Source: an optimization exercise on an open RTL-to-GDS flow (aim: small area). Production flows keep margins and buffers that such runs may drop. Where RTL was checked, it was by simulation tests only, not by an equivalence proof against the original. Only the layout flow was run in run 2; the RTL was not checked for function there. Power and IR drop assume default switching activity.

==> flow/run.sh <==
#!/bin/bash
# synth_recipe.tcl (not shown) runs the flow's synth.tcl, then flattens the netlist and writes it again
# the make line also repeats each setting of config.mk as NAME=value (left out here)
make -C /OpenROAD-flow-scripts/flow DESIGN_CONFIG=/design/flow/config.mk WORK_HOME=/design/flow/orfs CLKGATE_MAP_FILE= SYNTH_SCRIPT=/design/flow/synth_recipe.tcl finish
==> flow/config.mk <==
export PLATFORM = sky130hd
export DESIGN_NAME = main
export DESIGN_NICKNAME = main
export VERILOG_FILES = /design/flow/design.v
export SDC_FILE = /design/flow/constraint.sdc
export NUM_CORES = 4
export LEC_CHECK = 0
export CAP_MARGIN = 20
export CORE_MARGIN = 2
export CORE_UTILIZATION = 40
export SLEW_MARGIN = 20
==> flow/constraint.sdc <==
create_clock -name core_clock -period 10.0 [get_ports {SYSTEM_CLOCK}]
set_input_delay 2.0000 -clock core_clock [delete_from_list [all_inputs] [get_ports {SYSTEM_CLOCK}]]
set_output_delay 2.0000 -clock core_clock [all_outputs]
set_load 0.01 [all_outputs]
==> flow/design.v <==
`timescale 1ns / 1ps
module seconds_clock(
    input SYSTEM_CLOCK,
    input RESET,
	output SECONDS_CLOCK,
	output SECONDS_TICK
);
reg [31:0]CLOCK_COUNTER;
reg INTERNAL_CLOCK;
always @(posedge SYSTEM_CLOCK) begin
	if (RESET == 1) begin
		CLOCK_COUNTER <= 0;
		INTERNAL_CLOCK <= 0;
	end else if (CLOCK_COUNTER == 25) begin
		CLOCK_COUNTER <= 0;
		INTERNAL_CLOCK <= ~INTERNAL_CLOCK;
	end else begin
		CLOCK_COUNTER <= CLOCK_COUNTER + 1;
	end
end
assign SECONDS_CLOCK = INTERNAL_CLOCK;
assign SECONDS_TICK = (CLOCK_COUNTER == 25) && (INTERNAL_CLOCK == 0);
endmodule
`timescale 1ns / 1ps
module dac_adapter(
	input CLOCK,
	input CE,
	input RESET,
	input SPI_MISO,
	input [11:0]BITS,
	output SPI_SCK,
    output SPI_MOSI,
    output DAC_CS,
    output DAC_CLR,
	output [7:0]CHECK,
	output [4:0]STATE,
	output [31:0]WRITE_BIT
);
reg INTERNAL_SPI_MOSI;
reg INTERNAL_DAC_CS;
reg INTERNAL_DAC_CLR;
reg INTERNAL_SPI_SCK;
reg [7:0]INTERNAL_CHECK;
reg [31:0]INTERNAL_BITS;
reg [4:0] INTERNAL_STATE;
localparam [31:0] BASE_BITS = 32'b10000000001100110000000000000001;
integer CURRENT_BIT;
always @(posedge CLOCK) begin
	if (RESET == 1) begin
		INTERNAL_DAC_CS = 1;
		INTERNAL_DAC_CLR = 0;
		INTERNAL_STATE = 1;
		INTERNAL_SPI_MOSI = 0;
		INTERNAL_SPI_SCK = 0;
		INTERNAL_CHECK = 0;
		INTERNAL_BITS = 0;
		CURRENT_BIT = 32;
	end else if (CE == 1) begin
		case (INTERNAL_STATE)
		1: begin
			INTERNAL_DAC_CS = 1;
			INTERNAL_DAC_CLR = 1;
			INTERNAL_SPI_SCK = 0;
			INTERNAL_SPI_MOSI = 0;
			INTERNAL_BITS = 0;
			CURRENT_BIT = 0;
			INTERNAL_STATE = 2;
		end
		2: begin
			INTERNAL_BITS = BASE_BITS | (BITS << 4);
			CURRENT_BIT = 32;
			INTERNAL_STATE = 3;
		end
		3: begin
			INTERNAL_DAC_CS = 0;
			INTERNAL_SPI_SCK = 0;
			INTERNAL_SPI_MOSI = INTERNAL_BITS[CURRENT_BIT - 1];
			CURRENT_BIT = CURRENT_BIT - 1;
			INTERNAL_STATE = 4;
		end
		4: begin			
			if (CURRENT_BIT > 0) begin
				INTERNAL_STATE = 3;
			end else begin
				INTERNAL_STATE = 5;
			end
			if (CURRENT_BIT < 24 && CURRENT_BIT >= 16) begin
				INTERNAL_CHECK[CURRENT_BIT - 16] = SPI_MISO;
			end
			INTERNAL_SPI_SCK = 1;
		end
		5: begin
			INTERNAL_SPI_SCK = 0;
			INTERNAL_STATE = 6;
		end
		6: begin
			INTERNAL_DAC_CS = 1;
			INTERNAL_SPI_SCK = 1;
			INTERNAL_STATE = 1;
		end
		default: begin
			INTERNAL_DAC_CS = 1;
			INTERNAL_DAC_CLR = 1;
			INTERNAL_SPI_SCK = 0;
			INTERNAL_SPI_MOSI = 0;
			INTERNAL_STATE = 1;
		end
		endcase
	end
end
assign SPI_MOSI = INTERNAL_SPI_MOSI;
assign SPI_SCK = INTERNAL_SPI_SCK;
assign DAC_CS = INTERNAL_DAC_CS;
assign DAC_CLR = INTERNAL_DAC_CLR;
assign CHECK = INTERNAL_CHECK;
assign STATE = INTERNAL_STATE;
assign WRITE_BIT = INTERNAL_BITS;
endmodule
`timescale 1ns / 1ps
module main(
	input SYSTEM_CLOCK,
	input RESET,
	input SPI_MISO,
	output SPI_MOSI,
	output SPI_SCK,
	output DAC_CS,
	output DAC_CLR,
	output [7:0]LEDS
);
wire SLOW_CLOCK;
wire SLOW_TICK;
wire [4:0]DAC_STATE;
wire [31:0]DAC_WRITE_BIT;
seconds_clock counter(
	.SYSTEM_CLOCK(SYSTEM_CLOCK),
	.RESET(RESET),
	.SECONDS_CLOCK(SLOW_CLOCK),
	.SECONDS_TICK(SLOW_TICK)
);
localparam integer STEP = 100;
reg TREND;
reg [11:0]BITS;
dac_adapter send(
	.CLOCK(SYSTEM_CLOCK),
	.CE(SLOW_TICK),
	.RESET(RESET),
	.BITS(BITS),
	.SPI_SCK(SPI_SCK), 
	.SPI_MISO(SPI_MISO),
	.SPI_MOSI(SPI_MOSI),
	.DAC_CS(DAC_CS), 
	.DAC_CLR(DAC_CLR),
	.CHECK(LEDS),
	.STATE(DAC_STATE),
	.WRITE_BIT(DAC_WRITE_BIT)
);
always @(posedge SYSTEM_CLOCK) begin
	if (RESET == 1) begin
		TREND = 0;
		BITS = 0;
	end else if (SLOW_TICK == 1 && DAC_STATE == 6) begin
		if (TREND == 1) begin
			BITS = BITS + STEP;
		end else begin
			BITS = BITS - STEP;
		end
		if (TREND == 1 && BITS > 12'hFFF - STEP) begin
			TREND = 0;
		end else if (TREND == 0 && BITS < STEP) begin
			TREND = 1;
		end
	end
end
endmodule
==> results of run 1 <==
-- how the worst max path moves through the flow --
stage	start	endpoint	slack (ns)	depth (start not counted)
after floorplan	send.CURRENT_BIT[0]$_SDFFE_PP0P_	send.INTERNAL_CHECK[2]$_SDFFE_PP0P_	7.11	10
after global placement	RESET	send.CURRENT_BIT[31]$_SDFFE_PP0P_	6.20	4
after detailed placement	RESET	send.CURRENT_BIT[29]$_SDFFE_PP0P_	6.13	4
after CTS	RESET	send.CURRENT_BIT[17]$_SDFFE_PP0P_	6.51	4
after global routing	counter.CLOCK_COUNTER[0]$_SDFF_PP0_	send.CURRENT_BIT[29]$_SDFFE_PP0P_	6.21	7
final	RESET	send.CURRENT_BIT[17]$_SDFFE_PP0P_	6.53	4
-- per-stage QoR --
stage / area (um2) / worst slack [ns] / utilization / total power, uW
finish: 6600 / 6.53 / 0.451 / 819
global route: 6600 / 6.21 / 0.451 / 852
CTS: 6600 / 6.51 / 0.450 / 828
detailed placement: 6290 / 6.13 / 0.429 / 463
global placement: 6280 / 6.20 / 0.429 / 461
floorplan: 6060 / 7.11 / - / 453
-- metal layers --
metal	part of all wire	wire, um	up-vias
met3	0.040	574	23
met5	0	0	-
met2	0.45	6460	124
li1	-	-	2669
met1	0.49	7050	2551
met4	0.016	227	0
-- cell type report --
cell class | count | share of cell area
Inverter | 15 | 0.00853
Sequential cell | 102 | 0.309
Clock buffer | 10 | 0.0362
Timing Repair Buffer | 19 | 0.0269
Tap cell | 184 | 0.0349
Clock inverter | 5 | 0.0102
Multi-Input combinational cell | 604 | 0.574
-- power breakdown --
group / leakage, uW / internal, uW / switching, uW
logic: 0.00129 / 16.4 / 27.1
clock network: 0.000151 / 203 / 162
registers: 0.000822 / 407 / 2.69
total: 0.00226 / 627 / 192
-- worst max-delay path: stages --
cell and delay [ns]:
sky130_fd_sc_hd__clkdlybuf4s50_1 0.45, sky130_fd_sc_hd__buf_4 0.42, sky130_fd_sc_hd__a21o_1 0.66, sky130_fd_sc_hd__nor2_1 0.12
-- synthesized netlist by cell type, types with 3 or more instances --
| library cell | n |
|---|---|
| sky130_fd_sc_hd__dfxtp_1 | 102 |
| sky130_fd_sc_hd__a211oi_1 | 7 |
| sky130_fd_sc_hd__clkbuf_1 | 33 |
| sky130_fd_sc_hd__o2111ai_1 | 3 |
| sky130_fd_sc_hd__nor3_1 | 20 |
| sky130_fd_sc_hd__or3_1 | 9 |
| sky130_fd_sc_hd__inv_1 | 15 |
| sky130_fd_sc_hd__and3_1 | 4 |
| sky130_fd_sc_hd__nor4_1 | 26 |
| sky130_fd_sc_hd__nor3b_1 | 5 |
| sky130_fd_sc_hd__o21ai_0 | 23 |
| sky130_fd_sc_hd__or2_2 | 3 |
| sky130_fd_sc_hd__ha_1 | 15 |
| sky130_fd_sc_hd__and4_1 | 3 |
| sky130_fd_sc_hd__o31ai_1 | 3 |
| sky130_fd_sc_hd__and2_1 | 5 |
| sky130_fd_sc_hd__nor2_1 | 124 |
| sky130_fd_sc_hd__mux2i_1 | 4 |
| sky130_fd_sc_hd__nor4_2 | 6 |
| sky130_fd_sc_hd__o21a_1 | 5 |
| sky130_fd_sc_hd__nand2b_1 | 17 |
| sky130_fd_sc_hd__buf_2 | 9 |
| sky130_fd_sc_hd__or4_1 | 7 |
| sky130_fd_sc_hd__a21oi_1 | 56 |
| sky130_fd_sc_hd__nand2_1 | 65 |
| sky130_fd_sc_hd__nand4_1 | 31 |
| sky130_fd_sc_hd__xnor2_1 | 32 |
| sky130_fd_sc_hd__o21bai_1 | 3 |
| sky130_fd_sc_hd__a21o_1 | 3 |
| sky130_fd_sc_hd__nand3_1 | 30 |
| sky130_fd_sc_hd__xor2_1 | 52 |
-- sequential cells by signal, indices dropped and copies added (netlist names) --
name and flops:
BITS 10, TREND 1, counter.CLOCK_COUNTER 32, counter.INTERNAL_CLOCK 1, send.CURRENT_BIT 32, send.INTERNAL_BITS 11, send.INTERNAL_CHECK 8, send.INTERNAL_DAC_CLR 1
send.INTERNAL_DAC_CS 1, send.INTERNAL_SPI_MOSI 1, send.INTERNAL_SPI_SCK 1, send.INTERNAL_STATE 3
-- kinds of logic after synthesis --
family | synth area share
simple gates | 0.328
compound gates | 0.124
flops | 0.337
xor+xnor | 0.121
buf+inv | 0.0415
fa+ha+maj | 0.0343
mux | 0.0140
==> impl_results.md, run 1 <==
* Cell type with the highest aggregate area in the netlist: sky130_fd_sc_hd__dfxtp_1
* Number of buffers inserted to repair setup after CTS at 0
* Number of nets in the layout at 770
* Register-to-register path setup slack at about 6.6 ns
* Routability-driven placement congestion ratio at 0.879
* Latest clock arrival within the worst-skew pair at 0.36 ns
* Global-route wire length before repair at 24500 um
* Pin count of the biggest net entering global routing at 50
* CTS Buf Count at 9
* Area taken by flip-flops and latches at 0.00204 mm2
* Number of instances on the worst hold path at 1
* Clock Pin Slew Worst Setup and Hold Paths at 0.07 ns
* Number of antenna diodes at 0
* Type of element launching the critical path: input pin
* Fraction of final layout cells with drive strength greater than 1 at 0.0570
* Cts hold-fix bufs at 0
* Required time of the critical path at 10.21 ns
* # port buffers at 14
* Total nets after synthesis at 786
* Placed cell count at 924
* Starting density of the core at 0.414
* Average routed wire per standard cell at 15.2 um
* Floorplan die area at 0.0161 mm2
* Routed wire length at 14300 um
* Post-synthesis cell count at 767
* Area of the multi-input gates at 0.00379 mm2
* Row count at 44
* GR met3 Demand/Resource at 0.0427
* Startpoint of the tightest hold check path: counter.CLOCK_COUNTER[0]$_SDFF_PP0_
* Most used cells in the layout excluding fill and tap cells: 124 x sky130_fd_sc_hd__nor2_1, 102 x sky130_fd_sc_hd__dfxtp_1, 65 x sky130_fd_sc_hd__nand2_1
* Cell area after synthesis at around 0.0061 mm2
* Total gr overflow at 0
* Post-route minimum period at between 3 and 4 ns
* Minimum hold slack at around 0.47 ns
* Vertical extent of the die at 127 um
* CTS resizes at 0
* LEAKAGE at 0.00226 uW
* Total of flip-flops plus latches after synthesis at 102
* Yosys warning count at 3
* Fraction of synthesized cell area taken by the top area cell type at 0.337
* Reg-to-Reg Start: counter.CLOCK_COUNTER[0]$_SDFF_PP0_
* Number of enable flip-flop cells after synthesis at 0
* Fin Clk Skew at 0.00874 ns
* Gr busiest metal: met2
* Global-route usage over all layers at 0.182
* Setup repair after global routing missed its margin: no
* Final period util at 0.347
* Sum of negative setup slack at 0 ns
* Largest cells by area after synthesis: sky130_fd_sc_hd__dfxtp_1 34%, sky130_fd_sc_hd__nor2_1 7.7%, sky130_fd_sc_hd__xor2_1 7.5%, sky130_fd_sc_hd__a21oi_1 4.6%, sky130_fd_sc_hd__xnor2_1 4.6%
* Max_slew headroom at 0.295
* FMAX at 0.288 GHz
* Result of the run: timing/DRC/antenna clean
* GR Layer Usage met2 at 0.291
* Data arrival at the endpoint of the critical path at approximately 3.7 ns
* Num Clock Sinks at 102
* Post-Layout Cell Count at 939
* DIE WIDTH at 127 um
* Filler instances at about 1.4k
* DRC violation count after routing at 0
* Top Ports at 15
* Vias in the first global route at 5038
* Cell variety after synth at 68
* Mean post-synth cell area at 7.90 um2
* Number of vias per cell after detailed routing at 5.72
* Commonest non-fill, non-tap cell in the layout: sky130_fd_sc_hd__nor2_1
* Tightest Pin Transition at 1.05 ns
* Share of flip-flops with an asynchronous set or reset at 0
* Final-report hold violation count at 0
* Reg2reg path depth at 7
* # setup viols final at 0
* Post-detail-place hpwl at roughly 10000 um
* Met1 usage in global routing at 0.247
* Dominant synthesized flop cell: sky130_fd_sc_hd__dfxtp_1
* Number of pins exceeding their max-slew limit in the final report at 0
* Area of the core at 0.0146 mm2
* Setup crit end kind: flip-flop
* Power per cell area at 124 mW/mm2
* Detailed-routing iteration count for the pre-antenna-repair pass at 5
* Vias post-DR at 5367
* Max-capacitance violation count at 0
* Detailed router's first-iteration violation count at 534
* Hold EP: counter.CLOCK_COUNTER[0]$_SDFF_PP0_
* Worst Setup Path Type: in -> reg
* Initial antenna violation count at 0
* TritonCTS clock tree: built
* Syn-to-layout area delta at 8.96%
* Clock buffer depth at 2
* Reg2reg end: send.CURRENT_BIT[17]$_SDFFE_PP0P_
* Remaining number of nets flagged by the antenna check after routing at 0
* Crit path max fanout at 49
* Maximum resistive drop on vdd at 0.000101 V
* Worst hold path type: reg -> reg
* Clock root cell: sky130_fd_sc_hd__clkbuf_16
* # H-tree levels at 3
* Proportion of synthesized chip area in sequential cells at 0.337
==> run 2, diff against run 1 <==
==> flow/design.v (replaced) <==
`timescale 1ns / 1ps
module seconds_clock(
	input SYSTEM_CLOCK,
	input RESET,
	output SECONDS_TICK
);
reg [5:0] cnt;
assign SECONDS_TICK = cnt[5] & cnt[4] & cnt[1] & cnt[0];
always @(posedge SYSTEM_CLOCK) begin
	if (RESET)
		cnt <= 6'd26;
	else if (SECONDS_TICK)
		cnt <= 6'd0;
	else
		cnt <= cnt + 6'd1;
end
endmodule
`timescale 1ns / 1ps
module dac_adapter(
	input CLOCK,
	input CE,
	input RESET,
	input SPI_MISO,
	output SPI_SCK,
	output SPI_MOSI,
	output DAC_CS,
	output DAC_CLR,
	output [7:0]CHECK
);
reg [6:0] pos;
reg clr;
reg [9:0] val;
reg dir;
reg [7:0] leds;
wire shift = ~pos[6];
wire [4:0] idx = pos[5:1];           
wire last = pos[6] & pos[1] & pos[0];      
wire do6 = pos[6] & ~pos[1] & ~pos[0];     
wire samp = shift & ~pos[0] & ~pos[5] & pos[4];   
always @(posedge CLOCK) begin
	if (RESET) begin
		pos <= 7'd65;
		clr <= 1'b0;
	end else if (CE) begin
		pos <= last ? 7'd0 : pos + 7'd1;
		clr <= 1'b1;
	end
end
wire [9:0] nval = val + {{5{~dir}}, dir, dir, ~dir, ~dir, 1'b1};
wire flip = dir ? (&val[9:6]) : (~|val[9:6] & val[0]);
always @(posedge CLOCK) begin
	if (RESET) begin
		val <= 10'd0;
		dir <= 1'b0;
	end else if (CE & do6) begin
		val <= nval;
		dir <= dir ^ flip;
	end
end
wire [2:0] lsel = ~pos[3:1];    
integer k;
always @(posedge CLOCK) begin
	if (RESET)
		leds <= 8'd0;
	else if (CE & samp) begin
		for (k = 0; k < 8; k = k + 1)
			if (lsel == k)
				leds[k] <= SPI_MISO;
	end
end
reg mosi_s;
always @* begin
	if (!idx[4])
		mosi_s = idx[3] ? idx[1] : (idx[2:0] == 3'd0);
	else case (idx[3:0])
		4'd0: mosi_s = val[9];
		4'd1: mosi_s = val[8];
		4'd2: mosi_s = val[7];
		4'd3: mosi_s = val[6];
		4'd4: mosi_s = val[5];
		4'd5: mosi_s = val[4];
		4'd6: mosi_s = val[3];
		4'd7: mosi_s = val[2];
		4'd8: mosi_s = val[1];
		4'd9: mosi_s = val[0];
		4'd15: mosi_s = 1'b1;
		default: mosi_s = 1'b0;
	endcase
end
assign SPI_MOSI = shift ? mosi_s : (~pos[1] & (~pos[0] | clr));
assign SPI_SCK = pos[0] & (shift | (~pos[1] & clr));
assign DAC_CS = pos[6] & (pos[1] | pos[0]);
assign DAC_CLR = clr;
assign CHECK = leds;
endmodule
`timescale 1ns / 1ps
module main(
	input SYSTEM_CLOCK,
	input RESET,
	input SPI_MISO,
	output SPI_MOSI,
	output SPI_SCK,
	output DAC_CS,
	output DAC_CLR,
	output [7:0]LEDS
);
wire tick;
seconds_clock counter(
	.SYSTEM_CLOCK(SYSTEM_CLOCK),
	.RESET(RESET),
	.SECONDS_TICK(tick)
);
dac_adapter send(
	.CLOCK(SYSTEM_CLOCK),
	.CE(tick),
	.RESET(RESET),
	.SPI_MISO(SPI_MISO),
	.SPI_SCK(SPI_SCK),
	.SPI_MOSI(SPI_MOSI),
	.DAC_CS(DAC_CS),
	.DAC_CLR(DAC_CLR),
	.CHECK(LEDS)
);
endmodule
--- a/flow/config.mk
+++ b/flow/config.mk
@@ -5,6 +5,7 @@
 export SDC_FILE = /design/flow/constraint.sdc
 export NUM_CORES = 4
 export LEC_CHECK = 0
+export ABC_AREA = 1
 export CAP_MARGIN = 20
 export CORE_MARGIN = 2
 export CORE_UTILIZATION = 40
==> run 2 against run 1 <==
Maximum frequency down 18%. Register-to-register slack better by 1.5 ns. Non-clock buffer count down 5. Power shrank 66%. Worst setup slack worse by 0.77 ns. First-iteration DRC count decreased by 83%. Critical endpoint is now SPI_MOSI. Largest power group unchanged.
==> impl_results.md, run 2 <==
* Fraction of final layout cells with drive strength greater than 1 at 0.0748
* Reg-to-Reg Start: send.dir$_SDFFE_PP0P_
* Number of buffers inserted to repair setup after CTS at 0
* Yosys warning count at 2
* Power per cell area at 118 mW/mm2
* Final period util at 0.424
* Largest delay share family, worst path: buffers and inverters
* Cell Area, Placed at 0.00225 mm2
* Number of pins exceeding their max-slew limit in the final report at 0
* Post-detail-place hpwl at ~3500 um
* Number of enable flip-flop cells after synthesis at 0
* Cell type with the highest aggregate area in the netlist: sky130_fd_sc_hd__dfxtp_1
* LEAKAGE at 0.00111 uW
* Largest register FFs at 10
* Startpoint of the tightest hold check path: counter.cnt[0]$_SDFF_PP0_
* Number of nets in the layout at around 340
* Remaining number of nets flagged by the antenna check after routing at 0
* Worst hold path type: reg -> reg
* Fin Clk Skew at 0.00980 ns
* Top Ports at 15
* Commonest cells in the synthesized netlist: 70 x sky130_fd_sc_hd__nand2_1, 33 x sky130_fd_sc_hd__dfxtp_1, 31 x sky130_fd_sc_hd__inv_1, 31 x sky130_fd_sc_hd__nand3_1, 31 x sky130_fd_sc_hd__nor2_1
* Floorplan die area at 0.00576 mm2
* Cell variety after synth at 35
* Average routed wire per standard cell at 11.9 um
* Clock Pin Slew Worst Setup and Hold Paths at 0.08 ns
* Commonest non-fill, non-tap cell in the layout: sky130_fd_sc_hd__nand2_1
* Setup crit end kind: output pin
* Worst setup path end: SPI_MOSI
* Total nets after synthesis at roughly 320
* Largest cells by area after synthesis: sky130_fd_sc_hd__dfxtp_1 32%, sky130_fd_sc_hd__nand2_1 13%, sky130_fd_sc_hd__nand3_1 7.5%, sky130_fd_sc_hd__ha_1 6.7%, sky130_fd_sc_hd__a21oi_1 6.0%
* Cell area after layout at 0.00237 mm2
* Clock buffer depth at 2
* Data arrival at the endpoint of the critical path at 2.24 ns
* Cts hold-fix bufs at 0
* TritonCTS clock tree: built
* Required time of the critical path at 8.00 ns
* Starting density of the core at 0.410
* Tightest Pin Transition at 0.718 ns
* Post-synthesis cell count at 307
* Global-route wire length before repair at just over 8000 um
* Global-route usage over all layers at 0.173
* Slowest library cell on the worst path: sky130_fd_sc_hd__dfxtp_1
* Largest reg by FF count: send.val
* Number of antenna diodes at 0
* Register-to-register path setup slack at 8.05 ns
* CTS resizes at 0
* # setup viols final at 0
* FMAX at 0.236 GHz
* Latest clock arrival within the worst-skew pair at 0.28 ns
* Vias in the first global route at roughly 1.8k
* Total of flip-flops plus latches after synthesis at 33
* Origin of the worst setup path: send.pos[3]$_SDFFE_PP0P_
* Count of buffer and inverter cells on the critical path at 2
* Detailed router's first-iteration violation count at 91
* # H-tree levels at 2
* Mean post-synth cell area at ~6.7 um2
* Largest stage delay, worst path at 0.57 ns
* Proportion of synthesized chip area in sequential cells at 0.319
* Vias post-DR at between 1.5k and 2k
* Crit path max fanout at 13
* DIE WIDTH at 75.9 um
* DRC violation count after routing at 0
* Reg2reg end: send.val[6]$_SDFFE_PP0P_
* Post-route minimum period at 4.24 ns
* Most frequent cell on the critical path: sky130_fd_sc_hd__nand2_1
* Max_slew headroom at 0.520
* Maximum resistive drop on vdd at 0.0000640 V
* Most used cells in the layout excluding fill and tap cells: 70 x sky130_fd_sc_hd__nand2_1, 33 x sky130_fd_sc_hd__dfxtp_1, 31 x sky130_fd_sc_hd__inv_1, 31 x sky130_fd_sc_hd__nor2_1, 31 x sky130_fd_sc_hd__nand3_1
* Routability-driven placement congestion ratio at 0.861
* Type of element launching the critical path: flip-flop
* Max-capacitance violation count at 0
* Cell chain of the critical path: inv_1 -> nor2_1 -> a211oi_1 -> nor3_1 -> nand2_1 -> nand2_1 -> clkdlybuf4s50_1
* Area of the core at 0.00504 mm2
* Dominant synthesized flop cell: sky130_fd_sc_hd__dfxtp_1
* Most common cell in the netlist: sky130_fd_sc_hd__nand2_1
* Initial antenna violation count at 0
* Worst Setup Path Type: reg -> out
* # port buffers at 14
* Share of flip-flops with an asynchronous set or reset at 0
* Stages on the worst setup path at 7
* CTS Buf Count at 5
* Cell area after synthesis at between 0.002 and 0.0025 mm2
* Syn-to-layout area delta at 14.5%
* Pin count of the biggest net entering global routing at 19
* Clock root cell: sky130_fd_sc_hd__clkbuf_8
* Sum of negative setup slack at 0 ns
* Num Clock Sinks at 33
* Total gr overflow at 0
* Setup repair after global routing missed its margin: no
* Result of the run: timing/DRC/antenna clean
* Number of vias per cell after detailed routing at 4.92
* Routed wire length at roughly 4700 um
* Detailed-routing iteration count for the pre-antenna-repair pass at 5
* Reg2reg path depth at 8
* Final-report hold violation count at 0
* Vertical extent of the die at 75.9 um
* Fraction of synthesized cell area taken by the top area cell type at 0.319
* Row count at 26
==> run 2: logic make-up after synthesis <==
logic type,Yosys count,synth area share
AOI/OAI and AO/OA,50,0.130
buffers and inverters,48,0.0968
and+or+nand+nor,159,0.356
adders and majority gates,12,0.0762
xor gates and xnor gates,5,0.0212
DFF,33,0.319
==> run 2: area by class of cell <==
cell class	instances	area (um2)
Fill cell	543	2680
Clock inverter	1	30.0
Clock buffer	7	86.3
Sequential cell	33	661
Inverter	40	155
Multi-Input combinational cell	226	1210
Tap cell	70	87.6
Timing Repair Buffer	14	140
==> run 2: power by group <==
group | switching [uW] | internal, uW | leakage (uW) | total, uW
clock network | 48.7 | 81.2 | 0.0000585 | 130
logic | 8.04 | 5.01 | 0.000785 | 13.1
registers | 1.76 | 134 | 0.000267 | 135
total | 58.5 | 220 | 0.00111 | 278
==> run 2: worst min-delay path by stage <==
stage                                end  slack (ns)  depth (start not counted)
6_report       counter.cnt[0]$_SDFF_PP0_        0.45                          1
5_1_grt        send.leds[4]$_SDFFE_PP0P_        0.49                          2
4_1_cts        counter.cnt[0]$_SDFF_PP0_        0.46                          1
3_5_place_dp   counter.cnt[0]$_SDFF_PP0_        0.44                          1
3_3_place_gp   counter.cnt[0]$_SDFF_PP0_        0.43                          1
2_1_floorplan  counter.cnt[0]$_SDFF_PP0_        0.42                          1
==> run 2: per-stage QoR <==
| stage | setup slack (ns) | hold WS [ns] | instances | utilization | total power, uW |
|---|---|---|---|---|---|
| floorplan | 6.96 | 0.417 | 307 | - | 147 |
| global placement | 6.13 | 0.433 | 383 | 0.446 | 151 |
| detailed placement | 6.09 | 0.442 | 383 | 0.446 | 152 |
| CTS | 5.78 | 0.457 | 391 | 0.469 | 283 |
| global route | 5.55 | 0.485 | 391 | 0.469 | 292 |
| finish | 5.76 | 0.449 | 391 | 0.469 | 278 |
==> run 2: metal layers <==
layer  wire length (um)  up-vias  GRT usage
met5                  0        -          0
met4                 50        0     0.0600
met3                131        4     0.0321
met2               2050       23      0.270
met1               2430      852      0.240
li1                   -     1045          -
==> run 2: worst reg2reg max path, stage by stage, from the launching register on <==
cell,delay [ns]
sky130_fd_sc_hd__dfxtp_1,0.51
sky130_fd_sc_hd__inv_1,0.23
sky130_fd_sc_hd__ha_1,0.41
sky130_fd_sc_hd__nand2_1,0.10
sky130_fd_sc_hd__or2_2,0.32
sky130_fd_sc_hd__nand4_1,0.07
sky130_fd_sc_hd__nand3_1,0.10
sky130_fd_sc_hd__nand2_1,0.07
sky130_fd_sc_hd__inv_1,0.04

==> what the ideal ports hide <==
No port has a modelled driver above. Below, the same layouts with a new extraction and two added sets of constraints.
Step 1, drivers: a clkbuf_16 drives SYSTEM_CLOCK and a buf_2 each remaining input, both assumed.
Step 2, shift: input delay + t, output delay - t, t = (earliest + latest rising clock arrival at the registers) / 2. This alone moves slack from input paths to output paths.
a / b / c = no drivers / after step 1 / after step 2; a / b = the first two.
run	t, ns	setup slack, ns	latest minus earliest clock arrival (ns)	worst slew at a driven data input, ns
run 1	0.394	6.533 / 6.553 / 6.159	0.009 / 0.009	0.03
run 2	0.307	5.761 / 5.733 / 6.040	0.009 / 0.010	0.03
After both steps setup and hold are still met in every run listed. The setup slack of run 1, which loses most, moves by +0.020 ns with the drivers and by -0.374 ns with both steps.
